Context: an optimization exercise on an open-source flow, tuned for small area and a short achievable clock period. The choices shown serve that exercise and are no tape-out recipe.
Function was not checked in any run shown here: the RTL went through the layout flow alone.
No run shown here takes its clock network from TritonCTS; it comes from the design's own scripts or RTL.
The clock port is modelled as an ideal driver, which makes a skipped or thinned clock tree look cheaper than it is; a real chip needs a root buffer or a tree.
Power and IR drop assume default switching activity.

<file path="config.mk">
export PLATFORM = sky130hd
export DESIGN_NAME = PelicanMAC
export DESIGN_NICKNAME = PelicanMAC
export VERILOG_FILES = /design/flow/design.v
export SDC_FILE = /design/flow/constraint.sdc
export NUM_CORES = 4
export LEC_CHECK = 0
export CAP_MARGIN = 20
export CORE_MARGIN = 2
export CORE_UTILIZATION = 40
export SETUP_SLACK_MARGIN = 2.0
export SLEW_MARGIN = 20
export SYNTH_HIERARCHICAL = 1
export SYNTH_MINIMUM_KEEP_SIZE = 0
</file>
<file path="design.v">
module XORmessage(f,s,d,k,r,h,x,e,
                  y);
input  f,s,d,k,r,h,x,e;
output y;
assign y = ((f & r) | (s & h)) ^ ((d & x) | (k & e));
endmodule
module XORmessage0(f,s,d,r,h,x,
                   y);
input  f,s,d,r,h,x;
output y;
assign y = ((f & r) | (s & h)) ^ (d & x);
endmodule
module XORmessage1(f,s,d,r,h,x,e,
                   y);
input  f,s,d,r,h,x,e;
output y;
assign y = ((f & r) | (s & h)) ^ ((d & x) | e);
endmodule
module GS(a3,a2,a1,a0,
          b3,b2,b1,b0);
input  a3,a2,a1,a0;
output b3,b2,b1,b0;
wire t0,t1,t2,t3,s1,s2;
assign t1 = a1 ^ ~(a0 & a2) ^ 1'b1;
assign t0 = a0 ^ ~(t1 & a3) ^ 1'b1;
assign t2 = a2 ^ ~(t0 | t1) ^ 1'b1;
assign t3 = ~(a3 ^ t2);
assign s1 = ~(t1 ^ t3);
assign s2 = t2 ^ ~(t0 & s1) ^ 1'b1;
assign b3 = t0;
assign b1 = s1;
assign b2 = s2;
assign b0 = t3;
endmodule
module SubCells(a0,a1,a2,a3,
                b0,b1,b2,b3);
input [31:0] a0,a1,a2,a3;
output[31:0] b0,b1,b2,b3;
genvar i;
generate
for (i = 0; i < 32; i = i + 1) begin : sb
    GS u(a3[i],a2[i],a1[i],a0[i],b3[i],b2[i],b1[i],b0[i]);
end
endgenerate
endmodule
module PermBits(a0,a1,a2,a3,
                b0,b1,b2,b3);
input [31:0] a0,a1,a2,a3;
output[31:0] b0,b1,b2,b3;
assign b0[0] = a0[0];
assign b0[24] = a0[1];
assign b0[16] = a0[2];
assign b0[8] = a0[3];
assign b0[1] = a0[4];
assign b0[25] = a0[5];
assign b0[17] = a0[6];
assign b0[9] = a0[7];
assign b0[2] = a0[8];
assign b0[26] = a0[9];
assign b0[18] = a0[10];
assign b0[10] = a0[11];
assign b0[3] = a0[12];
assign b0[27] = a0[13];
assign b0[19] = a0[14];
assign b0[11] = a0[15];
assign b0[4] = a0[16];
assign b0[28] = a0[17];
assign b0[20] = a0[18];
assign b0[12] = a0[19];
assign b0[5] = a0[20];
assign b0[29] = a0[21];
assign b0[21] = a0[22];
assign b0[13] = a0[23];
assign b0[6] = a0[24];
assign b0[30] = a0[25];
assign b0[22] = a0[26];
assign b0[14] = a0[27];
assign b0[7] = a0[28];
assign b0[31] = a0[29];
assign b0[23] = a0[30];
assign b0[15] = a0[31];
assign b1[8] = a1[0];
assign b1[0] = a1[1];
assign b1[24] = a1[2];
assign b1[16] = a1[3];
assign b1[9] = a1[4];
assign b1[1] = a1[5];
assign b1[25] = a1[6];
assign b1[17] = a1[7];
assign b1[10] = a1[8];
assign b1[2] = a1[9];
assign b1[26] = a1[10];
assign b1[18] = a1[11];
assign b1[11] = a1[12];
assign b1[3] = a1[13];
assign b1[27] = a1[14];
assign b1[19] = a1[15];
assign b1[12] = a1[16];
assign b1[4] = a1[17];
assign b1[28] = a1[18];
assign b1[20] = a1[19];
assign b1[13] = a1[20];
assign b1[5] = a1[21];
assign b1[29] = a1[22];
assign b1[21] = a1[23];
assign b1[14] = a1[24];
assign b1[6] = a1[25];
assign b1[30] = a1[26];
assign b1[22] = a1[27];
assign b1[15] = a1[28];
assign b1[7] = a1[29];
assign b1[31] = a1[30];
assign b1[23] = a1[31];
assign b2[16] = a2[0];
assign b2[8] = a2[1];
assign b2[0] = a2[2];
assign b2[24] = a2[3];
assign b2[17] = a2[4];
assign b2[9] = a2[5];
assign b2[1] = a2[6];
assign b2[25] = a2[7];
assign b2[18] = a2[8];
assign b2[10] = a2[9];
assign b2[2] = a2[10];
assign b2[26] = a2[11];
assign b2[19] = a2[12];
assign b2[11] = a2[13];
assign b2[3] = a2[14];
assign b2[27] = a2[15];
assign b2[20] = a2[16];
assign b2[12] = a2[17];
assign b2[4] = a2[18];
assign b2[28] = a2[19];
assign b2[21] = a2[20];
assign b2[13] = a2[21];
assign b2[5] = a2[22];
assign b2[29] = a2[23];
assign b2[22] = a2[24];
assign b2[14] = a2[25];
assign b2[6] = a2[26];
assign b2[30] = a2[27];
assign b2[23] = a2[28];
assign b2[15] = a2[29];
assign b2[7] = a2[30];
assign b2[31] = a2[31];
assign b3[24] = a3[0];
assign b3[16] = a3[1];
assign b3[8] = a3[2];
assign b3[0] = a3[3];
assign b3[25] = a3[4];
assign b3[17] = a3[5];
assign b3[9] = a3[6];
assign b3[1] = a3[7];
assign b3[26] = a3[8];
assign b3[18] = a3[9];
assign b3[10] = a3[10];
assign b3[2] = a3[11];
assign b3[27] = a3[12];
assign b3[19] = a3[13];
assign b3[11] = a3[14];
assign b3[3] = a3[15];
assign b3[28] = a3[16];
assign b3[20] = a3[17];
assign b3[12] = a3[18];
assign b3[4] = a3[19];
assign b3[29] = a3[20];
assign b3[21] = a3[21];
assign b3[13] = a3[22];
assign b3[5] = a3[23];
assign b3[30] = a3[24];
assign b3[22] = a3[25];
assign b3[14] = a3[26];
assign b3[6] = a3[27];
assign b3[31] = a3[28];
assign b3[23] = a3[29];
assign b3[15] = a3[30];
assign b3[7] = a3[31];
endmodule
module AddRoundKey(d,u,l,nl,
                   y);
input  d,u,l,nl;
output y;
assign y = (d & l) | (u & nl);
endmodule
module RoundFunction(a,
                     b);
input [127:0] a;
output[127:0] b;
wire [31:0] a0,a1,a2,a3;
wire [31:0] s0,s1,s2,s3;
wire [31:0] p0,p1,p2,p3;
genvar i;
generate
for (i = 0; i < 32; i = i + 1) begin : sl
    assign a0[i] = a[4*i];
    assign a1[i] = a[4*i+1];
    assign a2[i] = a[4*i+2];
    assign a3[i] = a[4*i+3];
    assign b[4*i]   = p0[i];
    assign b[4*i+1] = p1[i];
    assign b[4*i+2] = p2[i];
    assign b[4*i+3] = p3[i];
end
endgenerate
SubCells sc0(a0,a1,a2,a3,
             s0,s1,s2,s3);
PermBits pm0(s0,s1,s2,s3,
             p0,p1,p2,p3);
endmodule
module KeyUpdate(a,
                 b);
input [127:0] a;
output[127:0] b;
wire [31:0] a0,a1,a2,a3;
wire [31:0] b0,b1,b2,b3;
assign a0 = a[31:0];
assign a1 = a[63:32];
assign a2 = a[95:64];
assign a3 = a[127:96];
assign b3[0] = a0[12];
assign b3[1] = a0[13];
assign b3[2] = a0[14];
assign b3[3] = a0[15];
assign b3[4] = a0[0];
assign b3[5] = a0[1];
assign b3[6] = a0[2];
assign b3[7] = a0[3];
assign b3[8] = a0[4];
assign b3[9] = a0[5];
assign b3[10] = a0[6];
assign b3[11] = a0[7];
assign b3[12] = a0[8];
assign b3[13] = a0[9];
assign b3[14] = a0[10];
assign b3[15] = a0[11];
assign b3[16] = a0[18];
assign b3[17] = a0[19];
assign b3[18] = a0[20];
assign b3[19] = a0[21];
assign b3[20] = a0[22];
assign b3[21] = a0[23];
assign b3[22] = a0[24];
assign b3[23] = a0[25];
assign b3[24] = a0[26];
assign b3[25] = a0[27];
assign b3[26] = a0[28];
assign b3[27] = a0[29];
assign b3[28] = a0[30];
assign b3[29] = a0[31];
assign b3[30] = a0[16];
assign b3[31] = a0[17];
assign b0 = a1;
assign b1 = a2;
assign b2 = a3;
assign b = {b3,b2,b1,b0};
endmodule
module PelicanMAC(clk,rst,
             load_iv,
             load_k,
             load_m,
             din,
             dout,
             done);
input             clk,rst;
input             load_iv;
output            load_k;
output            load_m;
input     [127:0] din;
output    [127:0] dout;
output            done;
reg st_i, st_k, st_e, st_p, st_x, st_d;    
reg kc;                                    
reg [1:0] blok;                            
reg second;                                
reg last;                                  
reg lm;                                    
reg [5:0] q;                               
wire last_n = (st_e & (q == 6'd45)) | (st_p & (q == 6'd33));
wire b3     = (blok == 2'd3);
wire n_i = rst;
wire n_k = ~rst & (st_i | (st_k & ~kc) | (st_x & b3));
wire n_e = ~rst & ((st_k & kc) | (st_e & ~last));
wire n_x = ~rst & ((st_e & last & ~second) | (st_p & last));
wire n_p = ~rst & ((st_x & ~b3) | (st_p & ~last));
wire n_d = ~rst & (st_d | (st_e & last & second));
always @(posedge clk) begin
    st_i   <= n_i;
    st_k   <= n_k;
    st_e   <= n_e;
    st_p   <= n_p;
    st_x   <= n_x;
    st_d   <= n_d;
    kc     <= ~rst & st_k & ~kc;
    blok   <= rst ? 2'd0 : blok + {1'b0, st_x};
    second <= ~rst & (second | (st_x & b3));
    last   <= ~rst & last_n;
    lm     <= ~rst & ((st_e & (q == 6'd45) & ~second) | (st_p & (q == 6'd33)));
    q      <= (st_k | st_x) ? 6'd1 : {q[4:0], ~(q[5] ^ q[4])};
end
assign load_k = st_k;
assign load_m = lm;
assign done   = st_d;
reg [3:0] gk, gnk, ge, gr, gh, gx;
reg [3:0] gk_n, ge_n, gr_n;
integer g;
always @(*) begin
    for (g = 0; g < 4; g = g + 1) begin
        gk_n[g] = ~rst & (st_i | (gk[g] & ~kc) | (st_x & b3));
        ge_n[g] = ~rst & ((st_k & kc) | (ge[g] & ~last));
        gr_n[g] = ~rst & ((st_k & kc) | (st_x & ~b3) | (gr[g] & ~last));
    end
end
always @(posedge clk) begin
    for (g = 0; g < 4; g = g + 1) begin
        gk[g]  <= gk_n[g];
        gnk[g] <= ~gk_n[g];
        ge[g]  <= ge_n[g];
        gr[g]  <= gr_n[g];
        gh[g]  <= ~gr_n[g];
        gx[g]  <= ~rst & last & gr[g] & ~(st_e & second);
    end
end
reg  [127:0] s;
reg  [127:0] k;
wire [127:0] sp;
wire [127:0] kuo;
wire [3:0] rl = gr & ~{4{load_iv}};    
wire [3:0] hl = gh & ~{4{load_iv}};    
wire [3:0] xl = gx |  {4{load_iv}};    
wire [3:0] el = ge & ~{4{load_iv}};    
wire       pl = st_p & ~load_iv;       
RoundFunction rf0(s, sp);
KeyUpdate ku0(k, kuo);
reg [127:0] kt, ke;
integer m;
always @(*) begin
    kt = 128'd0;
    ke = 128'd0;
    for (m = 0; m < 32; m = m + 1) begin
        kt[4*m+1] = k[m];     ke[4*m+1] = el[m/8];
        kt[4*m+2] = k[64+m];  ke[4*m+2] = el[m/8];
    end
    for (m = 0; m < 6; m = m + 1) begin
        kt[4*m+3] = q[m];     ke[4*m+3] = rl[0];
    end
end
wire [127:0] sn, kn;
genvar j;
generate
for (j = 0; j < 128; j = j + 1) begin : sb
    if (j % 4 == 0) begin : c1
        XORmessage1 mx(sp[j], s[j], din[j], rl[j/32], hl[j/32], xl[j/32], pl, sn[j]);
    end else if (j == 127) begin : c2
        XORmessage1 mx(sp[j], s[j], din[j], rl[3], hl[3], xl[3], rl[3], sn[j]);
    end else if ((j % 4 == 3) && (j / 4 >= 6)) begin : nc
        XORmessage0 mx(sp[j], s[j], din[j], rl[j/32], hl[j/32], xl[j/32], sn[j]);
    end else begin : wc
        XORmessage  mx(sp[j], s[j], din[j], kt[j], rl[j/32], hl[j/32], xl[j/32], ke[j], sn[j]);
    end
    AddRoundKey km(din[j], kuo[j], gk[j/32], gnk[j/32], kn[j]);
end
endgenerate
always @(posedge clk) begin
    s <= sn;
    k <= kn;
end
assign dout = s;
endmodule
</file>
<file path="flow/synth.tcl">
# The standard synthesis script (synth_recipe.tcl), except that ABC maps
# the S-box module GS first with ORFS's speed script, then everything else
# with flow/abc_area.script: area-oriented mapping without ABC's own buffering
# and sizing, which the placer's timing repair does instead. Registers,
# flattening and renaming are exactly as in synth_recipe.tcl.
set ::abc_area_script [file join [file dirname [info script]] abc_area.script]
proc synth {args} { yosys synth -nofsm -noshare {*}$args }
proc abc {args} {
  set i [lsearch -exact $args -script]
  if {$i >= 0} {
    yosys abc {*}$args GS
    lset args [expr {$i + 1}] $::abc_area_script
  }
  yosys abc {*}$args
}
source $::env(SCRIPTS_DIR)/synth.tcl
# left out here: clear keep_hierarchy, flatten, clean up, hide names made inside functions, write 1_2_yosys.v
</file>
<file path="constraint.sdc">
create_clock -name core_clock -period 3.5 [get_ports {clk}]
set_input_delay 0.7000 -clock core_clock [delete_from_list [all_inputs] [get_ports {clk}]]
set_output_delay 0.7000 -clock core_clock [all_outputs]
set_load 0.01 [all_outputs]
</file>
<file path="flow/abc_area.script">
strash
dch
map -a
</file>
<file path="flow/run.sh">
#!/bin/bash
# ORFS layout through the standard.sh, with
#  - the standard flow's synthesis script, but ABC mapping for area (flow/synth.tcl),
#  - plain buf_1 cells as port buffers (the resizer upsizes where needed),
#  - a hand-built two-level clock tree (flow/cts_hook.tcl) in place of
#    TritonCTS, for a low clock insertion delay.
set -euo pipefail
here=$(cd "$(dirname "$0")" && pwd)
export BUFFER_PORTS_ARGS="-buffer_cell sky130_fd_sc_hd__buf_1"
export PRE_CTS_TCL="$here/cts_hook.tcl"
export MCTS_RLEV=2 MCTS_LLEV=2
export MCTS_ROOT=sky130_fd_sc_hd__clkbuf_16 MCTS_LEAF=sky130_fd_sc_hd__clkbuf_16
bash standard.sh SYNTH_SCRIPT="$here/synth.tcl" > standard.log 2>&1
</file>
<file path="flow/mancts.tcl">
# Manual clock tree: the flip-flops are split by balanced recursive bisection
# of their placed positions into 2^(rlev+llev) groups; each group gets a leaf
# buffer at its centre, and each 2^llev neighbouring leaves a root buffer
# driven by the clock port (2^rlev roots). With llev 0 the roots drive the
# flip-flops directly.
proc man_cts {rlev llev rootcell leafcell} {
  set block [ord::get_db_block]
  set db [ord::get_db]
  set clknet [$block findNet clk]
  set sinks {}
  foreach it [$clknet getITerms] {
    lappend sinks $it
  }
  # positions
  set pts {}
  foreach it $sinks {
    set inst [$it getInst]
    set bb [$inst getBBox]
    lappend pts [list [expr {([$bb xMin]+[$bb xMax])/2}] [expr {([$bb yMin]+[$bb yMax])/2}]]
  }
  # balanced recursive bisection: split along the wider spread
  proc bisect {items levels} {
    if {$levels == 0} { return [list $items] }
    set xs {}; set ys {}
    foreach it $items { lappend xs [lindex $it 0]; lappend ys [lindex $it 1] }
    set xs [lsort -integer $xs]; set ys [lsort -integer $ys]
    set ax [expr {([lindex $xs end] - [lindex $xs 0]) >= ([lindex $ys end] - [lindex $ys 0]) ? 0 : 1}]
    set s [lsort -integer -index $ax $items]
    set h [expr {[llength $s] / 2}]
    return [concat [bisect [lrange $s 0 [expr {$h-1}]] [expr {$levels-1}]] [bisect [lrange $s $h end] [expr {$levels-1}]]]
  }
  proc centre {items} {
    set sx 0; set sy 0
    foreach it $items { incr sx [lindex $it 0]; incr sy [lindex $it 1] }
    set n [llength $items]
    return [list [expr {$sx / $n}] [expr {$sy / $n}]]
  }
  set items {}
  set i 0
  foreach p $pts { lappend items [list [lindex $p 0] [lindex $p 1] $i]; incr i }
  set groups [bisect $items [expr {$rlev + $llev}]]
  set lasg [lrepeat [llength $pts] 0]
  set lcs {}
  set g 0
  foreach grp $groups {
    lappend lcs [centre $grp]
    foreach it $grp { lset lasg [lindex $it 2] $g }
    incr g
  }
  set nleaf [expr {$llev > 0 ? [llength $groups] : 0}]
  set nroot [expr {1 << $rlev}]
  set per [expr {1 << $llev}]
  set rcs {}; set rasg {}
  for {set r 0} {$r < $nroot} {incr r} {
    set sub {}
    for {set l [expr {$r*$per}]} {$l < ($r+1)*$per} {incr l} { lappend sub [lindex $lcs $l]; lappend rasg $r }
    lappend rcs [centre $sub]
  }
  set rootm [$db findMaster $rootcell]
  set leafm [$db findMaster $leafcell]
  # root buffers
  set rnets {}
  for {set r 0} {$r < $nroot} {incr r} {
    set inst [odb::dbInst_create $block $rootm "mcts_root_$r"]
    $inst setLocation [lindex $rcs $r 0] [lindex $rcs $r 1]
    $inst setPlacementStatus PLACED
    set net [odb::dbNet_create $block "mcts_rnet_$r"]
    $net setSigType CLOCK
    [$inst findITerm A] connect $clknet
    [$inst findITerm X] connect $net
    lappend rnets $net
  }
  set dnets $rnets
  if {$nleaf > 0} {
    set dnets {}
    for {set l 0} {$l < $nleaf} {incr l} {
      set inst [odb::dbInst_create $block $leafm "mcts_leaf_$l"]
      $inst setLocation [lindex $lcs $l 0] [lindex $lcs $l 1]
      $inst setPlacementStatus PLACED
      set net [odb::dbNet_create $block "mcts_lnet_$l"]
      $net setSigType CLOCK
      [$inst findITerm A] connect [lindex $rnets [lindex $rasg $l]]
      [$inst findITerm X] connect $net
      lappend dnets $net
    }
  }
  set i 0
  foreach it $sinks {
    $it disconnect
    $it connect [lindex $dnets [lindex $lasg $i]]
    incr i
  }
}
</file>
<file path="flow/cts_hook.tcl">
# PRE_CTS hook: build a shallow, balanced clock tree by hand (see mancts.tcl)
# in place of TritonCTS; the rest of ORFS's CTS step (legalisation, timing
# repair) runs as usual.
source [file join [file dirname [info script]] mancts.tcl]
man_cts $::env(MCTS_RLEV) $::env(MCTS_LLEV) $::env(MCTS_ROOT) $::env(MCTS_LEAF)
set_propagated_clock [all_clocks]
rename clock_tree_synthesis ""
proc clock_tree_synthesis {args} {
  puts "clock_tree_synthesis skipped: clock tree built by cts_hook.tcl"
}
</file>
<file path="standard.sh">
#!/bin/bash
# synth_recipe.tcl (not shown) runs the flow's synth.tcl, then flattens the netlist and writes it again
# the make line also repeats each setting of config.mk as NAME=value (left out here)
make -C /OpenROAD-flow-scripts/flow DESIGN_CONFIG=/design/flow/config.mk WORK_HOME=/design/flow/orfs CLKGATE_MAP_FILE= SYNTH_SCRIPT=/design/flow/synth_recipe.tcl "${@:-finish}"
</file>
==> impl_metrics.csv, run 1 <==
group,metric,value,unit
sta,setup_violations,0,
yosys,synth-edff-count,0,
critical_path,kind_of_start_point_of_the_critical_path,"register",
critical_path,worst_ep_arrival_time,0.86,ns
yosys,yosys-top-cells-area,"dfxtp_1, buf_4, a22oi_1",
critical_path,max_stage_delay_on_crit_path,0.42,ns
drt,finalWirelength,65200,um
global_route,antenna_violations_before_repair,1,
yosys,synth.net_count,1796,
yosys,synthCells,1663,
power,cellPowerDensity,573,nW/um2
drt,drtIter0Drc,1834,
finish,post_route_cells_drive_above_1_share,36.5,%
place,gpl.final_weighted_congestion,0.900,
worst_hold_path,min_path_type,"reg2reg",
sta,timing.final.ws_setup,1.94,ns
sta,slew_viol_final,0,
yosys,yosys.cell_types.count,22,
yosys,synth_top_area_share,37.8,%
cts,worst_setup_hold_path_clk_slew,0.08,ns
drt,drt.antenna.violating_nets,0,
place,detailedPlace.worstSlack,0.898,ns
place,dp_cells,2180,
sta,final.setup.tns,0,ns
finish,final_nets,1995,
floorplanning,floorplan.core_area,38700,um2
critical_path,path_buf_inv,1,
job,drv_cap,0,
power,power.static_leakage,7.31,nW
sta,hold_violations,0,
yosys,synth.ff_latch_count,298,
finish,final_cells,2379,
power,fin_total_pwr,11.1,mW
global_route,first_global_vias,13100,
place,placed_area,15600,um2
place,dp.final_hpwl,41400,um
yosys,post_synth.cell_area_avg,9.48,um2
drt,route.detailed.vias_per_inst,5.86,
floorplanning,die_y,203,um
floorplanning,floorplan.rows,72,
yosys,most_frequently_used_flop_master_after_synthesis,"dfxtp_1",
sta,rsz0062_at_grt,"yes",
floorplanning,initial_core_util,40.7,%
global_route,grt_start_max_net_pins,34,
sta,finalClockSkew,0.0193,ns
power,vdd.ir_drop.worst,222,uV
critical_path,setup.worst_path.end_class,"primary output",
sta,max_freq,640,MHz
yosys,synth_warnings,7,
place,placement.io_buffers,261,
yosys,yosys.cell_count.top_type,"dfxtp_1",
sta,timing.slew.headroom,56.3,%
global_route,globalRouteTotalUtil,29.9,%
sta,pin_slew_with_the_least_headroom_to_its_limit,0.656,ns
drt,via_count,13900,
drt,drc,0,
floorplanning,io-pin-count,262,
yosys,post_synth_instance_area,15800,um2
run_status,run_status,"finished clean",
sta,final.min_clock_period,1.56,ns
global_route,first_pass_grt_wire_length,91200,um
yosys,postSynth.asyncResetShare,0,%
sta,hold_ws,0.427,ns
finish,syn2layout_area_growth,22.3,%
sta,finalCritPeriodShare,44.7,%
drt,wl_per_cell,27.4,um
yosys,synth.largest_area_cell,"dfxtp_1",
critical_path,r2r_slack,1.96,ns
critical_path,worst_ep_required_time,2.80,ns
critical_path,ordered_cell_list_for_the_critical_path,"buf_6",
finish,num-fill-cells,3644,
yosys,synth_top_cells_by_count,"dfxtp_1, buf_4, a22oi_1",
critical_path,timing.critical_path.max_delay_family,"flip-flops",
drt,detailedRoute.firstPassIterationCount,6,
critical_path,critPathKind,"reg2out",
floorplanning,die-area,41000,um2
global_route,globalRoute.totalOverflow,0,
finish,final_area,19300,um2
critical_path,timing.critical_path.fanout_max,2,
yosys,synth-seq-area-share,37.8,%
finish,final_util,49.8,%
floorplanning,die_x,203,um
critical_path,slowest_cell_on_the_critical_path,"dfxtp_4",
cts,clock_latency,0.32,ns
-- final timing paths --
check        startpoint      end  depth (start not counted)
max                s[7]  dout[7]                          1
min                  kc       kc                          1
max reg2reg        s[7]    s[34]                          5
min reg2reg          kc       kc                          1
-- registers in the layout (all words and copies together), names as in the netlist, 2 cells and up --
name,cells
gr,4
gx,4
gnk,4
gh,4
s,128
gk,4
q,6
ge,4
k,128
blok,2
-- per-module statistics from Yosys (local to each module, per instance), a selection --
module / flip-flops and latches / copies in the design / cells
AddRoundKey: 0 / 128 / 1
GS: 0 / 32 / 15
KeyUpdate: 0 / 1 / 128
PelicanMAC: 298 / 1 / 415
PermBits: 0 / 1 / 128
XORmessage: 0 / 70 / 3
XORmessage0: 0 / 25 / 3
XORmessage1: 0 / 33 / 3
-- layer usage --
layer / vias up / share of wire [%] / GRT usage [%]
met5: - / 0 / 0
met4: 0 / 5.2 / 12.3
met3: 168 / 9.7 / 5.60
met1: 6814 / 41 / 40.5
met2: 824 / 44 / 46.9
li1: 6141 / - / -
-- cell usage in the layout (no fill, tap or decap), types with 21 or more instances in the layout --
cell type,Yosys,final
clkinv_1,35,35
nand3b_1,32,32
xor2_1,128,128
a22o_2,128,128
buf_4,288,178
a22oi_2,0,30
clkbuf_16,0,21
dfxtp_4,0,129
xnor2_1,96,88
o211ai_1,32,32
a22oi_1,198,168
nand2_1,99,99
nand3_1,33,33
o21ai_0,32,25
mux2i_1,64,64
buf_1,0,129
a21oi_1,113,109
buf_6,0,133
nor2_1,65,51
dfxtp_1,298,164
-- kinds of logic after synthesis --
kind of cell             Yosys count  share of synthesized area [%]
AO/OA/AOI/OAI                    511                           24.0
XOR/XNOR                         224                           12.4
adder cells (fa/ha/maj)            2                          0.159
buffers and inverters            323                           14.5
flip-flops                       298                           37.8
multiplexers                      64                           4.06
AND/OR/NAND/NOR                  241                           6.91
-- what timing repair did --
action	in CTS	in global routing
endpoints found under the setup margin	297	217
gates resized for setup	563	57
hold buffers	0	0
buffers inserted	167	5
pin swaps	9	17
gates cloned	4	2
-- power breakdown --
| group | internal, mW | total [mW] | switching [mW] | leakage [nW] |
|---|---|---|---|---|
| combinational | 2.07 | 4.34 | 2.27 | 4.50 |
| clock | 1.03 | 2.17 | 1.14 | 0.246 |
| sequential | 4.01 | 4.55 | 0.535 | 2.56 |
-- final cells by class --
class	count	area, um2	area share (%)
antenna	1	2.50	0.0130
buffer	20	500	2.60
inverter	35	131	0.682
multi-input combinational	1047	7880	40.9
sequential	298	6460	33.5
tap	518	648	3.36
timing repair buffer	460	3660	19.0
==> run 2, diff against run 1 <==
--- a/config.mk
+++ b/config.mk
@@ -8,7 +8,7 @@
 export CAP_MARGIN = 20
 export CORE_MARGIN = 2
 export CORE_UTILIZATION = 40
-export SETUP_SLACK_MARGIN = 2.0
+export SETUP_SLACK_MARGIN = 1.8
 export SLEW_MARGIN = 20
 export SYNTH_HIERARCHICAL = 1
 export SYNTH_MINIMUM_KEEP_SIZE = 0
==> run 2 against run 1 <==
Critical path depth increased by 1. Cell count shrank 7.0%. Worst hold slack hardly changed. Critical endpoint is now k[75]. Maximum frequency is 7.9% lower. Register-to-register slack worse by 0.16 ns. Sequential share of layout area is 3.9 points higher. Die area did not move. Power down 12%. Wire length decreased by 10%.
==> impl_metrics.csv, run 2 <==
group,metric,value,unit
place,placed_area,15500,um2
yosys,synth.ff_latch_count,298,
cts,hold_buffers,0,
global_route,antenna_violations_before_repair,0,
finish,final_nets,1829,
yosys,synth_top_cells_by_count,"dfxtp_1, buf_4, a22oi_1",
place,dp.final_hpwl,41700,um
power,p_comb_share,27.8,%
sta,slew_viol_final,0,
global_route,globalRoute.totalOverflow,0,
power,cellPowerDensity,593,nW/um2
finish,final_util,42.5,%
floorplanning,io-pin-count,262,
worst_hold_path,min_path_type,"reg2reg",
yosys,synth_simple_gate_area_share,6.91,%
sta,final.setup.tns,0,ns
critical_path,kind_of_start_point_of_the_critical_path,"register",
drt,drt.antenna.violating_nets,0,
yosys,compound_gate_portion_of_the_synthesized_area,24.0,%
place,detailedPlace.worstSlack,0.984,ns
drt,via_count,12900,
yosys,post_synth.cell_area_avg,9.48,um2
sta,max_freq,589,MHz
job,drv_cap,0,
finish,final_area,16500,um2
yosys,synth_top_family_by_area,"compound AO/OA/AOI/OAI gates",
drt,detailedRoute.firstPassIterationCount,6,
yosys,synth.largest_area_cell,"dfxtp_1",
critical_path,timing.critical_path.fanout_max,20,
yosys,synth.net_count,1796,
yosys,yosys.cell_types.count,22,
yosys,postSynth.asyncResetShare,0,%
sta,timing.final.ws_setup,1.80,ns
global_route,first_global_vias,11800,
floorplanning,die_x,203,um
finish,final_cells,2212,
finish,multi_input_gate_area_in_the_final_layout,7630,um2
yosys,synth-edff-count,0,
sta,hold_ws,0.428,ns
floorplanning,die_y,203,um
drt,route.detailed.vias_per_inst,5.84,
yosys,synth_warnings,7,
yosys,synth-seq-area-share,37.8,%
cts,worst_setup_hold_path_clk_slew,0.08,ns
power,seqPwrFrac,50.5,%
sta,timing.slew.headroom,28.4,%
yosys,yosys.area_share.adder,0.159,%
sta,finalClockSkew,0.0226,ns
floorplanning,initial_core_util,40.7,%
sta,setup_violations,0,
critical_path,worst_ep_required_time,3.75,ns
power,cell_internal_pwr,6.23,mW
yosys,yosys-top-cells-area,"dfxtp_1, buf_4, a22oi_1",
global_route,grt_start_max_net_pins,34,
run_status,run_status,"finished clean",
place,dp_cells,2179,
floorplanning,die-area,41000,um2
finish,mostFrequentLayoutCell,"buf_1",
critical_path,setup.worst_path.end_class,"register",
finish,sequential_cell_area,6160,um2
global_route,first_pass_grt_wire_length,83300,um
floorplanning,floorplan.rows,72,
yosys,post_synth_instance_area,15800,um2
power,power_switching_share,36.1,%
floorplanning,floorplan.core_area,38700,um2
sta,pin_slew_with_the_least_headroom_to_its_limit,1.07,ns
power,fin_total_pwr,9.76,mW
drt,wl_per_cell,26.4,um
power,power.static_leakage,5.79,nW
drt,drc,0,
yosys,synthCells,1663,
finish,reg_top3,"k: 128 flops, s: 128 flops, q: 6 flops",
finish,num-fill-cells,3874,
sta,finalCritPeriodShare,48.5,%
finish,diodes,0,
global_route,globalRouteTotalUtil,27.3,%
cts,clock_latency,0.32,ns
power,vdd.ir_drop.worst,236,uV
critical_path,critPathKind,"reg2reg",
power,pwr-share-clk,21.7,%
yosys,synth_xor_xnor_area_share,12.4,%
place,placement.io_buffers,261,
place,gpl.final_weighted_congestion,0.900,
sta,rsz0062_at_grt,"yes",
sta,final.min_clock_period,1.70,ns
yosys,synth.area.mux_share,4.06,%
yosys,synth_top_area_share,37.8,%
finish,post_route_cells_drive_above_1_share,21.2,%
yosys,most_frequently_used_flop_master_after_synthesis,"dfxtp_1",
sta,hold_violations,0,
yosys,yosys.cell_count.top_type,"dfxtp_1",
finish,syn2layout_area_growth,4.43,%
power,switching_power,3.52,mW
drt,drtIter0Drc,1332,
critical_path,worst_ep_arrival_time,1.95,ns
finish,commonest_cells_after_routing_fill_and_taps_aside,"buf_1, a22oi_1, dfxtp_1",
drt,finalWirelength,58500,um
## run 2: power by group through the flow
stage | clock (mW) | sequential (mW) | combinational, mW
5_1_grt | 2.25 | 5.01 | 2.91
2_1_floorplan | 0 | 4.62 | 2.86
3_3_place_gp | 0 | 4.88 | 2.61
3_5_place_dp | 0 | 4.90 | 2.63
4_1_cts | 2.12 | 4.88 | 2.69
6_report | 2.11 | 4.93 | 2.71
## run 2: what timing repair did
item / in CTS / in global routing
pin swaps: 10 / 0
setup endpoints to repair: 244 / 60
gates resized for setup: 151 / 41
cloned: 3 / 0
buffers inserted: 10 / 0
## run 2: routing by layer
layer  vias up  track usage [%]  part of all wire, %
met5         -                0                    0
met4         0             8.26                  3.7
met3       105             4.51                  8.5
met2       656             42.7                   44
met1      6342             38.4                   43
li1       5809                -                    -
## run 2: cell type report
type / instances / area share (%)
Sequential cell: 298 / 37.4
Timing Repair Buffer: 296 / 8.43
Tap cell: 518 / 3.94
Buffer: 20 / 3.04
Inverter: 35 / 0.798
Multi-Input combinational cell: 1045 / 46.4
## run 2: modules after synthesis (local to each module, per instance), excerpt
module | cells inside | times used | flops+latches
XORmessage0 | 3 | 25 | 0
AddRoundKey | 1 | 128 | 0
PermBits | 128 | 1 | 0
XORmessage | 3 | 70 | 0
PelicanMAC | 415 | 1 | 298
GS | 15 | 32 | 0
KeyUpdate | 128 | 1 | 0
XORmessage1 | 3 | 33 | 0
## run 2: cells by family after synthesis
| kind of cell | count (synthesis) |
|---|---|
| XOR/XNOR | 224 |
| buffers and inverters | 323 |
| adder cells (fa/ha/maj) | 2 |
| AO/OA/AOI/OAI | 511 |
| flip-flops | 298 |
| AND/OR/NAND/NOR | 241 |
| multiplexers | 64 |
## run 2: critical path, stage by stage, from the launching register on
cell and delay (ns):
dfxtp_1 1.03, buf_4 0.40, a22o_2 0.20
## run 2: path summary, 6_finish.rpt
path | endpoint | from | slack [ns] | cells past startpoint
max | k[75] | gk[2] | 1.80 | 2
min | kc | kc | 0.43 | 1
max reg2reg | k[75] | gk[2] | 1.80 | 2
min reg2reg | kc | kc | 0.43 | 1
==> run 3, diff against run 2 <==
--- a/flow/synth.tcl
+++ b/flow/synth.tcl
@@ -1,5 +1,6 @@
 # The standard synthesis script (synth_recipe.tcl), except that ABC maps
-# the S-box module GS first with ORFS's speed script, then everything else
+# the S-box module GS and the key-input module AddRoundKey first with ORFS's
+# speed script, then everything else
 # with flow/abc_area.script: area-oriented mapping without ABC's own buffering
 # and sizing, which the placer's timing repair does instead. Registers,
 # flattening and renaming are exactly as in synth_recipe.tcl.
@@ -9,6 +10,7 @@
   set i [lsearch -exact $args -script]
   if {$i >= 0} {
     yosys abc {*}$args GS
+    yosys abc {*}$args AddRoundKey
     lset args [expr {$i + 1}] $::abc_area_script
   }
   yosys abc {*}$args
==> run 3 against run 2 <==
Largest cell class unchanged. Via count about the same. Sequential cell count is the same. Sequential share of layout area grew 0.22 points. Register-to-register slack improved by 0.12 ns. Critical path depth decreased by 1. Highest routed layer is now met5. Combinational power hardly changed. Critical endpoint is now dout[96]. Wire length decreased by 0.12%. Final area down 0.61%. Worst hold slack got worse by 0.0037 ns. Sequential power hardly changed. Die area is 1.0% lower. Synthesized cell count unchanged.
==> impl_metrics.csv, run 3 <==
group,metric,value,unit
floorplanning,floorplan.core_area,38600,um2
yosys,synth.ff_latch_count,298,
global_route,globalRouteTotalUtil,27.2,%
yosys,yosys-top-cells-area,"dfxtp_1, buf_4, a22oi_1",
sta,hold_violations,0,
yosys,synth_top_cells_by_count,"dfxtp_1, buf_4, a22oi_1",
sta,timing.slew.headroom,47.5,%
floorplanning,die-area,40600,um2
finish,post_route_cells_drive_above_1_share,13.8,%
critical_path,timing.critical_path.fanout_max,9,
global_route,grt_start_max_net_pins,39,
yosys,post_synth_instance_area,15600,um2
worst_hold_path,min_path_type,"reg2reg",
critical_path,r2r_slack,1.92,ns
critical_path,setup.worst_path.end_class,"primary output",
global_route,antenna_violations_before_repair,1,
place,placed_area,15400,um2
critical_path,worst_setup_path_startpoint,"s[96]",
yosys,synth-seq-area-share,38.2,%
global_route,first_pass_grt_wire_length,83100,um
critical_path,r2r.worst_path.cells,2,
critical_path,path_buf_inv,1,
sta,finalClockSkew,0.0171,ns
finish,final_nets,1835,
finish,final_util,42.4,%
drt,drt.antenna.violating_nets,0,
power,power.static_leakage,5.77,nW
floorplanning,initial_core_util,40.5,%
critical_path,worst_ep_arrival_time,0.99,ns
critical_path,kind_of_start_point_of_the_critical_path,"register",
global_route,globalRoute.totalOverflow,0,
floorplanning,io-pin-count,262,
yosys,synth-edff-count,0,
critical_path,worst_setup_path_endpoint,"dout[96]",
sta,max_freq,592,MHz
floorplanning,die_y,202,um
sta,pin_slew_with_the_least_headroom_to_its_limit,0.786,ns
critical_path,timing.critical_path.max_delay_family,"flip-flops",
job,drv_cap,0,
sta,final.min_clock_period,1.69,ns
place,dp.final_hpwl,41200,um
cts,clock_latency,0.32,ns
floorplanning,die_x,202,um
finish,commonest_cells_after_routing_fill_and_taps_aside,"buf_1, a22oi_1, dfxtp_1",
power,fin_total_pwr,9.75,mW
drt,finalWirelength,58400,um
yosys,synth.net_count,1796,
yosys,synth_warnings,7,
finish,num-fill-cells,3921,
sta,setup_violations,0,
sta,final.setup.tns,0,ns
drt,drtIter0Drc,1219,
yosys,postSynth.asyncResetShare,0,%
finish,reg_top3,"k: 128 flops, s: 128 flops, q: 6 flops",
place,placement.io_buffers,261,
drt,via_count,12900,
yosys,synth.largest_area_cell,"dfxtp_1",
finish,mostFrequentLayoutCell,"buf_1",
finish,syn2layout_area_growth,4.86,%
critical_path,worstReg2RegStart,"gnk[3]",
finish,final_cells,2219,
worst_hold_path,worstHoldPathCells,1,
run_status,run_status,"finished clean",
place,dp_cells,2181,
critical_path,critPathKind,"reg2out",
critical_path,worst_ep_required_time,2.80,ns
critical_path,max_stage_delay_on_crit_path,0.46,ns
power,vdd.ir_drop.worst,239,uV
sta,slew_viol_final,0,
power,cellPowerDensity,596,nW/um2
cts,worst_setup_hold_path_clk_slew,0.09,ns
yosys,post_synth.cell_area_avg,9.38,um2
yosys,yosys.cell_types.count,22,
floorplanning,floorplan.rows,72,
critical_path,worst-path-stages,1,
global_route,first_global_vias,11900,
critical_path,slowest_cell_on_the_critical_path,"dfxtp_2",
drt,detailedRoute.firstPassIterationCount,6,
sta,finalCritPeriodShare,48.3,%
place,gpl.final_weighted_congestion,0.872,
drt,wl_per_cell,26.3,um
drt,drc,0,
finish,final_area,16400,um2
yosys,synth_top_area_share,38.2,%
critical_path,reg2reg_to,"k[127]",
drt,route.detailed.vias_per_inst,5.81,
yosys,yosys.cell_count.top_type,"dfxtp_1",
yosys,synthCells,1663,
cts,hold_buffers,0,
sta,rsz0062_at_grt,"no",
critical_path,ordered_cell_list_for_the_critical_path,"buf_2",
yosys,most_frequently_used_flop_master_after_synthesis,"dfxtp_1",
-- run 3: power breakdown --
part | switching (mW) | leakage (nW) | internal (mW) | total, mW
combinational | 1.50 | 3.00 | 1.19 | 2.70
clock | 1.12 | 0.246 | 1.03 | 2.14
sequential | 0.928 | 2.52 | 3.98 | 4.91
-- run 3: Yosys stat by module (local to each module, per instance), excerpt --
module / cell area [um2] / cells / flops+latches / times used
PelicanMAC: 6490 / 415 / 298 / 1
KeyUpdate: 961 / 128 / 0 / 1
PermBits: 961 / 128 / 0 / 1
GS: 100 / 15 / 0 / 32
XORmessage: 23.8 / 3 / 0 / 70
XORmessage1: 21.3 / 3 / 0 / 33
XORmessage0: 20.0 / 3 / 0 / 25
AddRoundKey: 8.76 / 1 / 0 / 128
-- run 3: layer usage --
metal / routed length (um) / GRT usage, % / vias to the layer above
li1: - / - / 5810
met1: 24600 / 36.9 / 6311
met2: 26600 / 44.2 / 683
met3: 5410 / 5.04 / 97
met4: 1900 / 7.67 / 2
met5: 12 / 0 / -
-- run 3: what timing repair did --
item / in CTS / in global routing
endpoints found under the setup margin: 236 / 74
pin swaps: 9 / 0
gates cloned: 2 / 0
resized for setup: 134 / 43
setup buffers: 15 / 0
-- run 3: logic make-up after synthesis --
family | share of synthesized area, %
simple gates | 6.98
buf+inv | 14.7
flops | 38.2
mux | 4.11
xor+xnor | 12.6
fa+ha+maj | 0.160
compound gates | 23.2
-- run 3: worst min-delay path by stage --
| stage | startpoint | end | slack (ns) |
|---|---|---|---|
| 2_1_floorplan | kc | kc | 0.40 |
| 3_3_place_gp | kc | kc | 0.41 |
| 3_5_place_dp | kc | kc | 0.42 |
| 4_1_cts | kc | kc | 0.43 |
| 5_1_grt | k[99] | k[67] | 0.45 |
| 6_report | kc | kc | 0.42 |
-- run 3: area by class of cell --
| class | count | area [um2] | share of cell area (%) |
|---|---|---|---|
| multi-input combinational | 1044 | 7450 | 45.5 |
| sequential | 298 | 6160 | 37.7 |
| timing repair buffer | 303 | 1470 | 8.97 |
| tap | 518 | 648 | 3.96 |
| buffer | 20 | 500 | 3.06 |
| inverter | 35 | 131 | 0.803 |
| antenna | 1 | 2.50 | 0.0153 |
-- run 3: worst reg2reg max path, stage by stage, from the launching register on --
cell and delay, ns:
dfxtp_1 0.84, buf_4 0.42, a22o_1 0.25
-- run 3: per-stage QoR --
step	worst slack [ns]	hold WS, ns
finish	1.81	0.424
global route	1.80	0.454
CTS	1.80	0.427
detailed placement	0.900	0.416
global placement	0.997	0.411
floorplan	1.87	0.403

-- what the ideal ports hide --
The results above use ideal ports. As a check the final layouts listed here were re-extracted and re-timed, cells and wires unchanged. Step 1, drivers: a clkbuf_16 drives clk and a buf_2 each remaining input, both assumed. Step 2, shift: input delay + t, output delay - t, t = (earliest + latest rising clock arrival at the registers) / 2. This alone moves slack from input paths to output paths. Slacks: ideal / step 1 / step 2; pairs: ideal / step 1.
run	shift t [ns]	slack for setup (ns)	hold slack, ns	worst setup path at the end	worst slew at a driven data input, ns
run 1	0.433	1.936 / 1.817 / 1.582	0.427 / 0.427 / 0.427	input to register	0.14
run 2	0.417	1.802 / 1.710 / 1.487	0.428 / 0.428 / 0.428	input to register	0.06
run 3	0.426	1.811 / 1.697 / 1.496	0.424 / 0.424 / 0.424	input to register	0.06
After both steps every run listed still meets setup and hold. The setup slack of run 1, which loses most, moves by -0.119 ns with the drivers and by -0.354 ns with both steps.
